From an optimization exercise on the open Yosys and OpenROAD flow, aimed at small area and a short achievable clock period; shortcuts taken in it are not production practice.
Function was not checked in any run shown here: the RTL went through the layout flow alone.
Power and IR drop assume default switching activity.

[flow/run.sh]
#!/bin/bash
# synth_recipe.tcl (not shown) runs the flow's synth.tcl, then flattens the netlist and writes it again
# the make line also repeats each setting of config.mk as NAME=value (left out here)
make -C /OpenROAD-flow-scripts/flow DESIGN_CONFIG=/design/flow/config.mk WORK_HOME=/design/flow/orfs CLKGATE_MAP_FILE= SYNTH_SCRIPT=/design/flow/synth_recipe.tcl finish
[flow/config.mk]
export PLATFORM = sky130hd
export DESIGN_NAME = OV7670
export DESIGN_NICKNAME = OV7670
export VERILOG_FILES = /design/flow/design.v
export SDC_FILE = /design/flow/constraint.sdc
export NUM_CORES = 4
export LEC_CHECK = 0
export CAP_MARGIN = 20
export CORE_MARGIN = 2
export CORE_UTILIZATION = 40
export SLEW_MARGIN = 20
[flow/constraint.sdc]
create_clock -name core_clock -period 8.0 [get_ports {Pclock}]
set_input_delay 1.6000 -clock core_clock [delete_from_list [all_inputs] [get_ports {Pclock}]]
set_output_delay 1.6000 -clock core_clock [all_outputs]
set_load 0.01 [all_outputs]
[flow/design.v]
module OV7670_gt #(parameter W = 8) (input [W-1:0] a, input [W-1:0] b, output y);
	wire [W:0] g;
	assign g[0] = 1'b0;
	genvar i;
	generate for (i = 0; i < W; i = i + 1) begin : s
		assign g[i+1] = (a[i] & ~b[i]) | ((a[i] | ~b[i]) & g[i]);
	end endgenerate
	assign y = g[W];
endmodule
module OV7670_inc #(parameter W = 8) (input [W-1:0] q, input en, output [W-1:0] y, output all1);
	wire [W:0] t;
	assign t[0] = 1'b1;
	genvar i;
	generate for (i = 0; i < W; i = i + 1) begin : s
		assign t[i+1] = t[i] & q[i];
		assign y[i] = q[i] ^ (en & t[i]);
	end endgenerate
	assign all1 = t[W];
endmodule
module OV7670_col(
	input clk,
	input rst,
	input clr,        
	input vs_rise,
	input fall,       
	input rowclr,     
	input fresh,      
	input fire,       
	output reg [11:0] Prom,
	output reg [7:0] Inc,
	output reg [7:0] Mid
);
	reg [5:0] A, P;
	wire [11:0] prom_n;
	wire [5:0] a_n;
	wire prom_all1, a_all1;
	OV7670_inc #(12) iprom(.q(Prom), .en(fire), .y(prom_n), .all1(prom_all1));
	OV7670_inc #(6) ia(.q(A), .en(fire), .y(a_n), .all1(a_all1));
	wire up, dn;
	OV7670_gt #(6) cup(.a(A), .b(P), .y(up));
	OV7670_gt #(6) cdn(.a(P), .b(A), .y(dn));
	wire [8:0] ct;
	assign ct[0] = up | dn;
	wire [7:0] inc_n;
	genvar i;
	generate for (i = 0; i < 8; i = i + 1) begin : s
		assign ct[i+1] = ct[i] & (Inc[i] ^ dn);
		assign inc_n[i] = Inc[i] ^ ct[i];
	end endgenerate
	wire inc_is0 = ~|Inc;
	wire inc_is255 = &Inc;
	wire mid_is255 = &Mid;
	wire mid_eq = (Mid == Inc);
	wire mid_upd = fresh | (up & mid_eq & ~inc_is255) | (dn & inc_is0 & ~mid_is255);
	always @(posedge clk) begin
		Prom <= clr ? 12'd0 : prom_n;
		A <= (clr | rowclr) ? 6'd0 : a_n;
		if (clr) P <= 6'd0;
		else if (rowclr) P <= A;
		if (rst) Inc <= 8'd0;
		else if (vs_rise) Inc <= 8'd100;
		else if (fall) Inc <= inc_n;
		if (clr) Mid <= 8'd0;
		else if (fall & mid_upd) Mid <= inc_n;
	end
endmodule
module OV7670(
	input Reset,
	output reg [11:0]  PixelData,
	output [14:0] PAddress,
	output reg WPixel,
	input Pclock,
	input Href,
	input Vsync,
	input [7:0] Data,
	output reg [1:0] Promedio,
	output reg [1:0] Forma
);
	reg Href_prev, VSync_prev, Sync;
	reg [7:0] XPixel, YPixel;
	reg [10:0] PAhi;             
	reg [1:0] fcol;              
	reg fk;                      
	reg fresh;                   
	assign PAddress = {PAhi, XPixel[3:0]};
	wire vs_rise = Vsync & ~VSync_prev;
	wire fall    = ~Vsync & ~Href & Href_prev;
	wire hi_byte = ~Vsync & Href & ~Sync;
	wire lo_byte = ~Vsync & Href & Sync;
	wire clr = Reset | vs_rise;
	wire [7:0] xp1, yp1;
	wire x_all1, y_all1;
	OV7670_inc #(8) ix(.q(XPixel), .en(1'b1), .y(xp1), .all1(x_all1));
	OV7670_inc #(8) iy(.q(YPixel), .en(1'b1), .y(yp1), .all1(y_all1));
	wire x_ge175 = XPixel[7] & (XPixel[6] | XPixel[5] & (XPixel[4] | (&XPixel[3:0])));
	wire x_gt175 = XPixel[7] & (XPixel[6] | XPixel[5] & XPixel[4]);
	wire y_ge143 = YPixel[7] & (YPixel[6] | YPixel[5] | YPixel[4] | (&YPixel[3:0]));
	wire y_gt143 = YPixel[7] & (YPixel[6] | YPixel[5] | YPixel[4]);
	wire x_out_inc = x_ge175 & ~x_all1;
	wire y_out_inc = y_ge143 & ~y_all1;
	wire pd_zero = ~Vsync & (fall ? y_out_inc : (y_gt143 | (lo_byte ? x_out_inc : x_gt175)));
	wire x_lo15 = &XPixel[3:0];
	wire [10:0] d_inc = x_lo15 ? (x_all1 ? 11'h7F1 : 11'h001) : 11'h000;
	wire [10:0] d_fall = 11'd11 - {7'd0, XPixel[7:4]};
	wire [10:0] pa_inc = PAhi + d_inc;
	wire [10:0] pa_fall = y_all1 ? 11'd0 : PAhi + d_fall;
	wire xwin = (XPixel >= 8'd38) & (XPixel <= 8'd136);
	wire ywin = (YPixel >= 8'd23) & (YPixel <= 8'd121);
	wire win = lo_byte & xwin & ywin;
	wire [3:0] cR = PixelData[11:8];
	wire [3:0] cG = PixelData[7:4];
	wire [3:0] cB = Data[7:4];
	wire rgtg, ggtr, bgtr, bgtg, rgtb, ggtb;
	OV7670_gt #(4) c0(.a(cR), .b(cG), .y(rgtg));
	OV7670_gt #(4) c1(.a(cG), .b(cR), .y(ggtr));
	OV7670_gt #(4) c2(.a(cB), .b(cR), .y(bgtr));
	OV7670_gt #(4) c3(.a(cB), .b(cG), .y(bgtg));
	OV7670_gt #(4) c4(.a(cR), .b(cB), .y(rgtb));
	OV7670_gt #(4) c5(.a(cG), .b(cB), .y(ggtb));
	wire bdom = bgtg & bgtr;
	wire gdom = ggtb & ggtr;
	wire rdom = rgtg & rgtb;
	wire [1:0] c = {bdom | gdom, bdom | rdom};
	wire upd = win & (bdom | gdom | rdom);
	wire same = (fcol == c);
	wire fireR = win & rdom & fk & (fcol == 2'd1);
	wire fireG = win & gdom & fk & (fcol == 2'd2);
	wire fireB = win & bdom & fk & (fcol == 2'd3);
	wire rowclr = fall & ~VSync_prev;
	wire [11:0] PR, PG, PB;
	wire [7:0] IR, IG, IB, MR, MG, MB;
	OV7670_col colR(.clk(Pclock), .rst(Reset), .clr(clr), .vs_rise(vs_rise), .fall(fall), .rowclr(rowclr), .fresh(fresh), .fire(fireR), .Prom(PR), .Inc(IR), .Mid(MR));
	OV7670_col colG(.clk(Pclock), .rst(Reset), .clr(clr), .vs_rise(vs_rise), .fall(fall), .rowclr(rowclr), .fresh(fresh), .fire(fireG), .Prom(PG), .Inc(IG), .Mid(MG));
	OV7670_col colB(.clk(Pclock), .rst(Reset), .clr(clr), .vs_rise(vs_rise), .fall(fall), .rowclr(rowclr), .fresh(fresh), .fire(fireB), .Prom(PB), .Inc(IB), .Mid(MB));
	wire pRG, pGR, pRB, pBR, pGB, pBG;
	OV7670_gt #(12) p0(.a(PR), .b(PG), .y(pRG));
	OV7670_gt #(12) p1(.a(PG), .b(PR), .y(pGR));
	OV7670_gt #(12) p2(.a(PR), .b(PB), .y(pRB));
	OV7670_gt #(12) p3(.a(PB), .b(PR), .y(pBR));
	OV7670_gt #(12) p4(.a(PG), .b(PB), .y(pGB));
	OV7670_gt #(12) p5(.a(PB), .b(PG), .y(pBG));
	wire rwin = pRG & pRB;
	wire gwin = pGR & pGB;
	wire bwin = pBR & pBG;
	wire [7:0] Isel = rwin ? IR : gwin ? IG : IB;
	wire [7:0] Msel = rwin ? MR : gwin ? MG : MB;
	wire [7:0] ip12 = Isel + 8'd12;
	wire mgt;
	OV7670_gt #(8) cm(.a(Msel), .b(ip12), .y(mgt));
	wire inrange = (Isel > 8'd88) & (Isel < 8'd112);
	wire [1:0] f_shape = inrange ? ((fresh | mgt) ? 2'b10 : 2'b01) : 2'b11;
	wire [1:0] p_n = rwin ? 2'b01 : gwin ? 2'b10 : bwin ? 2'b11 : 2'b00;
	wire [1:0] f_n = (rwin | gwin | bwin) ? f_shape : 2'b00;
	always @(posedge Pclock) begin
		if (Reset) begin
			Href_prev <= 1'b0;
			VSync_prev <= 1'b0;
			Sync <= 1'b0;
			WPixel <= 1'b0;
			XPixel <= 8'd0;
			YPixel <= 8'd0;
			PAhi <= 11'd0;
			PixelData <= 12'd0;
			fcol <= 2'd0;
			fk <= 1'b0;
			fresh <= 1'b0;
			Promedio <= 2'd0;
			Forma <= 2'd0;
		end else begin
			Href_prev <= Href;
			VSync_prev <= Vsync;
			Sync <= hi_byte;
			WPixel <= lo_byte;
			if (Vsync | fall) XPixel <= 8'd0;
			else if (lo_byte) XPixel <= xp1;
			if (Vsync) YPixel <= 8'd0;
			else if (fall) YPixel <= yp1;
			if (Vsync) PAhi <= 11'd0;
			else if (fall) PAhi <= pa_fall;
			else if (lo_byte) PAhi <= pa_inc;
			if (pd_zero) PixelData <= 12'd0;
			else begin
				if (hi_byte) PixelData[11:4] <= Data;
				if (lo_byte) PixelData[3:0] <= Data[7:4];
			end
			if (upd) begin
				if (same & fk) begin
					fcol <= 2'd0;
					fk <= 1'b0;
				end else if (same) begin
					fk <= 1'b1;
				end else begin
					fcol <= c;
					fk <= 1'b0;
				end
			end
			if (vs_rise) fresh <= 1'b1;
			else if (fall) fresh <= 1'b0;
			if (vs_rise) begin
				Promedio <= p_n;
				Forma <= f_n;
			end
		end
	end
endmodule
==> flow_summary_export.csv, run 1 <==
group,metric,value,unit
outcome,outcome,"timing/DRC/antenna clean",
critical_path,crit_type,"input pin to flip-flop",
flow_run,drv_cap,0,
global_routing,grt_pass1_wl,44.38,mm
die,rows,60,
routing,ant_nets,0,
sta,setup_viol,0,
pwr,p_int,0.001316,W
logic_synthesis,syn_area_per_cell,7.937,µm²
place,place.gp.congestion,0.8185,
clock_tree,clockBufferDepth,2,
sta,skew,0.01109,ns
pwr,clock_power_share,44.7,%
clock_tree,cts_hold_buf,0,
final_layout,final_area,12200,µm²
critical_path,path_cells,"clkdlybuf4s50_1 -> inv_2 -> and3_1 -> nand2_1 -> a2111oi_0 -> nand3_1 -> nor4b_2 -> and4_1 -> and4_1 -> and3_1 -> nand3_1 -> xnor2_1 -> nor2_1",
logic_synthesis,yosysWarnings,2,
final_layout,nets,1446,
routing,drt_iter0_drc,661,
global_routing,grt_start_max_net_pins,90,
final_layout,final_common_cell,"dfxtp_1",
pwr,combPwrFrac,6.5,%
pwr,p_switching,0.0004879,W
global_routing,antenna_found_initial,0,
logic_synthesis,yosys.cell_types.count,85,
routing,drt-pass1-iter-count,5,
pwr,power_frac_seq,48.8,%
critical_path,worstSetupEndpointType,"flip-flop",
clock_tree,clockRootBuffer,"clkbuf_16",
sta,setup_tns,0,ns
logic_synthesis,ys_ff_latch,171,
sta,fmax,0.1748,GHz
sta,drv_slew,0,
critical_path,crit_fanout,22,
die,coreArea,27030,µm²
place,portBuffers,43,
sta,post-route-min-period,5.720,ns
logic_synthesis,syn_nets,1448,
critical_path,crit_required,8.32,ns
critical_path,critPathSlowestCell,"nor4b_2",
worst_hold_path,holdPathStages,2,
global_routing,grt.total_usage,18.81,%
critical_path,rr_worst_depth,11,
routing,wirelength,26.38,mm
pwr,p_sw_share,27.05,%
critical_path,critPathMaxStageDelay,0.81,ns
routing,wl_per_cell,15.16,µm
place,dp_hpwl,18.40,mm
clock_tree,tritoncts,"done",
global_routing,grt_pass1_vias,8705,
pwr,power.density,147.9,nW/µm²
worst_hold_path,hp-class,"flip-flop to flip-flop",
clock_tree,numCtsBuffers,17,
logic_synthesis,synth_edf_count,0,
sta,final-hold-violation-count,0,
die,die_h,170.0,µm
clock_tree,cts_setup_buffers,0,
logic_synthesis,yosys.area.top_type_share,31.07,%
routing,viasPerCell,5.406,
sta,worstMarginPinSlew,1.056,ns
sta,rsz0062_at_grt,"false",
final_layout,n_antenna_cell,0,
sta,fin_ws,2.280,ns
die,io_pins,44,
final_layout,mostFrequentLayoutCells,"dfxtp_1, nor2_1, nand2_1",
logic_synthesis,ys.flop_type,"dfxtp_1",
die,start_util,40.76,%
sta,period_share,71.50,%
logic_synthesis,seq_area_frac_synth,31.07,%
logic_synthesis,yosys.area.top_type,"dfxtp_1",
critical_path,critPathArrivalTime,6.04,ns
place,post-place-ws,1.739,ns
global_routing,overflow,0,
clock_tree,cts.clk_slew.worst_paths,0.07,ns
pwr,leakage,4.352,nW
die,die_w,170.0,µm
critical_path,start_kind,"input pin",
final_layout,layout-drive-gt1-share,6.862,%
place,placed_area,11610,µm²
clock_tree,clock_sinks,171,
logic_synthesis,synth_area,11020,µm²
logic_synthesis,syn_inst,1388,
pwr,irDropWorstVdd,0.09748,mV
die,die-area,28880,µm²
clock_tree,clk_latency,0.44,ns
routing,vias,9407,
clock_tree,cts_resized,0,
final_layout,syn2layout_area_growth,10.71,%
logic_synthesis,synthTopCellsByArea,"dfxtp_1, xnor2_1, nor2_1",
routing,drc,0,
logic_synthesis,synth-async-reset-ratio,0,%
sta,slew_headroom,29.35,%
clock_tree,htreeDepth,4,
==> synthesized netlist by cell type (19+ instances only) <==
cell type,n
nand2_1,148
ha_1,47
o21ai_0,48
a211oi_1,27
nand2b_1,30
mux2i_1,30
dfxtp_1,171
nor2_1,163
xor2_1,41
nand3_1,29
nor2b_1,32
nand4_1,19
xnor2_1,86
a21oi_1,112
clkbuf_1,49
inv_1,73
maj3_1,26
==> power by group through the flow <==
stage               combinational [W]  sequential (W)  clock [W]
floorplan                   0.0000882        0.000887          0
global placement             0.000115        0.000899          0
detailed placement           0.000116        0.000899          0
CTS                          0.000116        0.000879   0.000827
global route                 0.000131        0.000881   0.000864
finish                       0.000118        0.000879   0.000806
==> state kept, by name (all words and copies together), names as in the netlist, 8 cells and up <==
signal and cells:
colB.Prom 12, XPixel 8, YPixel 8, colR.Prom 12
colR.Mid 8, colB.Inc 8, PixelData 12, colB.Mid 8
colG.Inc 8, colR.Inc 8, PAhi 11, colG.Prom 12
colG.Mid 8
==> layer usage <==
metal,share of wire (%),track usage [%]
met3,3.8,3.465
met1,50,26.21
met2,45,30.38
met5,0,0
met4,0.91,3.976
==> path summary, 6_finish.rpt <==
path              from       endpoint  slack, ns
max              Vsync  colG.Prom[11]       2.28
min          colB.P[2]      colB.P[2]       0.46
max reg2reg       Sync  colG.Prom[11]       3.74
min reg2reg  colB.P[2]      colB.P[2]       0.46
==> per-stage QoR <==
stage | power, W | util, % | instances | hold slack, ns
finish | 0.001804 | 45.13 | 1740 | 0.4555
global route | 0.001876 | 45.13 | 1740 | 0.4806
CTS | 0.001822 | 45.04 | 1739 | 0.4574
detailed placement | 0.001014 | 42.98 | 1707 | 0.4478
global placement | 0.001013 | 42.98 | 1707 | 0.4420
floorplan | 0.0009752 | - | 1388 | 0.4363
==> critical path, delay by kind of cell <==
family,cells,cell delay [ns]
AO/OA/AOI/OAI,1,0.56
XOR/XNOR,1,0.15
buffers and inverters,2,0.68
AND/OR/NAND/NOR,9,3.05
==> kinds of logic after synthesis <==
group                      Yosys count  synth area share, %
and+or+nand+nor                    504                21.71
AOI/OAI and AO/OA                  312                18.57
DFF                                171                31.07
muxes                               39                3.918
xor gates and xnor gates           127                10.10
buffers and inverters              150                5.622
adders and majority gates           85                9.006
==> cell type report <==
| type | instances | area [µm²] |
|---|---|---|
| Multi-Input combinational cell | 1067 | 6989 |
| Tap cell | 341 | 426.7 |
| Clock buffer | 17 | 425.4 |
| Fill cell | 2700 | 14830 |
| Inverter | 77 | 289.0 |
| Clock inverter | 15 | 132.6 |
| Sequential cell | 171 | 3423 |
| Timing Repair Buffer | 52 | 510.5 |
==> run 2: changes to the inputs <==
--- a/flow/config.mk
+++ b/flow/config.mk
@@ -9,3 +9,4 @@
 export CORE_MARGIN = 2
 export CORE_UTILIZATION = 40
+export SETUP_SLACK_MARGIN = 5
 export SLEW_MARGIN = 20
==> flow_summary_export.csv, run 2 <==
group,metric,value,unit
clock_tree,clockBufferDepth,2,
logic_synthesis,syn_inst,1388,
critical_path,crit_fanout,5,
routing,viasPerCell,5.395,
die,rows,60,
place,place.gp.congestion,0.8398,
sta,setup_tns,0,ns
logic_synthesis,synthTopCellsByArea,"dfxtp_1, xnor2_1, nor2_1",
logic_synthesis,seq_area_frac_synth,31.07,%
critical_path,path_cells,"nand2b_4 -> maj3_2 -> a211o_1 -> a211oi_2 -> o21ai_2 -> buf_12 -> mux2i_1 -> nor2_1 -> a21oi_2 -> ha_2 -> o31a_1 -> or3_1 -> o2111a_1 -> o21ai_2 -> a211oi_1 -> a221o_1",
logic_synthesis,yosysWarnings,2,
global_routing,grt_pass1_vias,9412,
final_layout,nets,1546,
logic_synthesis,yosys.area.top_type,"dfxtp_1",
clock_tree,cts_hold_buf,0,
place,dp_hpwl,18.47,mm
pwr,p_switching,0.0004766,W
routing,vias,9926,
global_routing,overflow,0,
global_routing,antenna_found_initial,0,
clock_tree,tritoncts,"done",
critical_path,cp_top_family,"compound AO/OA/AOI/OAI gates",
die,start_util,40.76,%
clock_tree,clk_latency,0.44,ns
worst_hold_path,min_from,"colG.P[4]",
final_layout,final_area,14310,µm²
routing,drc,0,
critical_path,worstSetupEndpointType,"flip-flop",
sta,skew,0.01061,ns
critical_path,critPathMaxStageDelay,0.37,ns
logic_synthesis,synth_edf_count,0,
place,portBuffers,43,
place,placed_area,12000,µm²
logic_synthesis,synth_area,11020,µm²
clock_tree,numCtsBuffers,17,
outcome,outcome,"timing/DRC/antenna clean",
logic_synthesis,synth-async-reset-ratio,0,%
logic_synthesis,yosys-top-cells-count,"dfxtp_1, nor2_1, nand2_1",
logic_synthesis,synth.most_common_cell,"dfxtp_1",
pwr,power_frac_seq,46.3,%
logic_synthesis,yosys.area.top_type_share,31.07,%
critical_path,critPathSlowestCell,"or3_1",
pwr,p_int,0.001420,W
global_routing,grt_start_max_net_pins,90,
critical_path,crit_start,"colB.Prom[0]",
sta,post-route-min-period,3.586,ns
global_routing,grt.total_usage,20.39,%
pwr,irDropWorstVdd,0.09470,mV
critical_path,start_kind,"flip-flop",
routing,wl_per_cell,16.06,µm
clock_tree,htreeDepth,4,
sta,slew_headroom,36.32,%
pwr,combPwrFrac,7.6,%
clock_tree,clock_sinks,171,
final_layout,mostFrequentLayoutCells,"nor2_1, nand2_1, dfxtp_1",
routing,ant_nets,0,
sta,drv_slew,0,
flow_run,drv_cap,0,
routing,drt_iter0_drc,593,
die,io_pins,44,
critical_path,crit_required,8.33,ns
critical_path,crit_type,"flip-flop to flip-flop",
clock_tree,cts.clk_slew.worst_paths,0.07,ns
sta,period_share,44.82,%
sta,rsz0062_at_grt,"true",
worst_hold_path,hp-class,"flip-flop to flip-flop",
final_layout,final_common_cell,"nor2_1",
sta,final-hold-violation-count,0,
logic_synthesis,ys_ff_latch,171,
clock_tree,clockRootBuffer,"clkbuf_16",
logic_synthesis,yosys.cell_types.count,85,
logic_synthesis,ys.flop_type,"dfxtp_1",
logic_synthesis,syn_area_per_cell,7.937,µm²
die,die_h,170.0,µm
die,coreArea,27030,µm²
pwr,clock_power_share,46.1,%
routing,wirelength,29.55,mm
pwr,leakage,5.344,nW
sta,fmax,0.2789,GHz
sta,worstMarginPinSlew,0.9510,ns
die,die_w,170.0,µm
pwr,power.density,132.5,nW/µm²
pwr,p_sw_share,25.13,%
critical_path,cpMostUsedCell,"o21ai_2",
critical_path,r2r_start,"colB.Prom[0]",
die,die-area,28880,µm²
global_routing,grt_pass1_wl,47.99,mm
logic_synthesis,syn_nets,1448,
critical_path,critPathArrivalTime,3.91,ns
routing,drt-pass1-iter-count,6,
final_layout,layout-drive-gt1-share,26.42,%
final_layout,syn2layout_area_growth,29.90,%
critical_path,crit_buf_inv,1,
final_layout,n_antenna_cell,0,
sta,setup_viol,0,
[run 2: cell counts after synthesis]
Identical to the previous run, type by type.
[run 2: cell families after synthesis]
kind of cell / Yosys count / share of synthesized area [%]
adders and majority gates: 85 / 9.006
xor gates and xnor gates: 127 / 10.10
DFF: 171 / 31.07
buffers and inverters: 150 / 5.622
muxes: 39 / 3.918
AOI/OAI and AO/OA: 312 / 18.57
and+or+nand+nor: 504 / 21.71
[run 2: final cells by class]
cell class                      instances  area, µm²
Inverter                               77      310.3
Clock buffer                           18      439.2
Fill cell                            2468      12710
Sequential cell                       171       3505
Tap cell                              341      426.7
Multi-Input combinational cell       1070       8050
Clock inverter                         14      167.7
Timing Repair Buffer                  149       1413
[run 2: final timing paths]
| path | to | slack, ns | cells after the start |
|---|---|---|---|
| hold reg to reg | colG.P[4] | 0.45 | 2 |
| setup reg to reg | Forma[0] | 4.41 | 16 |
| hold / removal | colG.P[4] | 0.45 | 2 |
| setup / recovery | Forma[0] | 4.41 | 16 |
[run 2: metal layers]
layer / vias to the layer above / share of wire [%] / GRT usage (%)
li1: 5003 / - / -
met1: 4638 / 45 / 27.10
met2: 251 / 48 / 34.11
met3: 34 / 5.3 / 3.674
met4: 0 / 1.7 / 5.314
met5: - / 0 / 0
[run 2: worst reg2reg max path, stage by stage (launching register included)]
cell	delay, ns
dfxtp_4	0.34
nand2b_4	0.13
maj3_2	0.31
a211o_1	0.30
a211oi_2	0.25
o21ai_2	0.14
buf_12	0.17
mux2i_1	0.12
nor2_1	0.17
a21oi_2	0.07
ha_2	0.24
o31a_1	0.26
or3_1	0.37
o2111a_1	0.16
o21ai_2	0.07
a211oi_1	0.08
a221o_1	0.30
[run 2: what timing repair did]
action / in CTS / in global routing
buffers inserted: 62 / 30
cloned: 6 / 0
setup endpoints to repair: 178 / 140
gates resized for setup: 186 / 98
pin swaps: 69 / 69
[run 2: power by group through the flow]
stage | logic [W] | registers [W] | clock network [W]
2_1_floorplan | 0.0000921 | 0.000887 | 0
3_3_place_gp | 0.000121 | 0.000899 | 0
3_5_place_dp | 0.000123 | 0.000899 | 0
4_1_cts | 0.000137 | 0.000877 | 0.000890
5_1_grt | 0.000158 | 0.000879 | 0.000926
6_report | 0.000145 | 0.000877 | 0.000874
[run 2: per-stage QoR]
| step | setup slack, ns | total power, W | hold slack (ns) | util, % | instances |
|---|---|---|---|---|---|
| final | 4.414 | 0.001896 | 0.4530 | 52.95 | 1840 |
| after CTS | 4.440 | 0.001903 | 0.4559 | 50.68 | 1810 |
| after global placement | 2.888 | 0.001020 | 0.4424 | 44.39 | 1710 |
| after floorplan | 4.262 | 0.0009795 | 0.4363 | - | 1388 |
| after detailed placement | 2.830 | 0.001021 | 0.4467 | 44.39 | 1710 |
| after global routing | 4.293 | 0.001963 | 0.4698 | 52.95 | 1840 |

[what the ideal ports hide]
Ports are ideal in the flow. The routed layouts listed here were re-timed in OpenROAD.
Step 1, drivers: a clkbuf_16 drives Pclock and a buf_2 each remaining input, both assumed.
Step 2, shift: input delay + t, output delay - t, t = (earliest + latest rising clock arrival at the registers) / 2. This alone moves slack from input paths to output paths.
Three values: no drivers, after step 1, after step 2; two values: the first two.
run	t, ns	slack for setup (ns)	worst setup path after step 2	clock arrival spread, ns	cell pins on the clock port's net
run 1	0.482	2.280 / 2.293 / 1.810	input to register	0.014 / 0.013	1
run 2	0.477	4.414 / 4.414 / 3.953	input to register	0.011 / 0.011	1
After both steps every run listed still meets setup and hold. For run 1, which loses most, drivers alone change the setup slack by +0.013 ns; drivers and shift together by -0.470 ns.
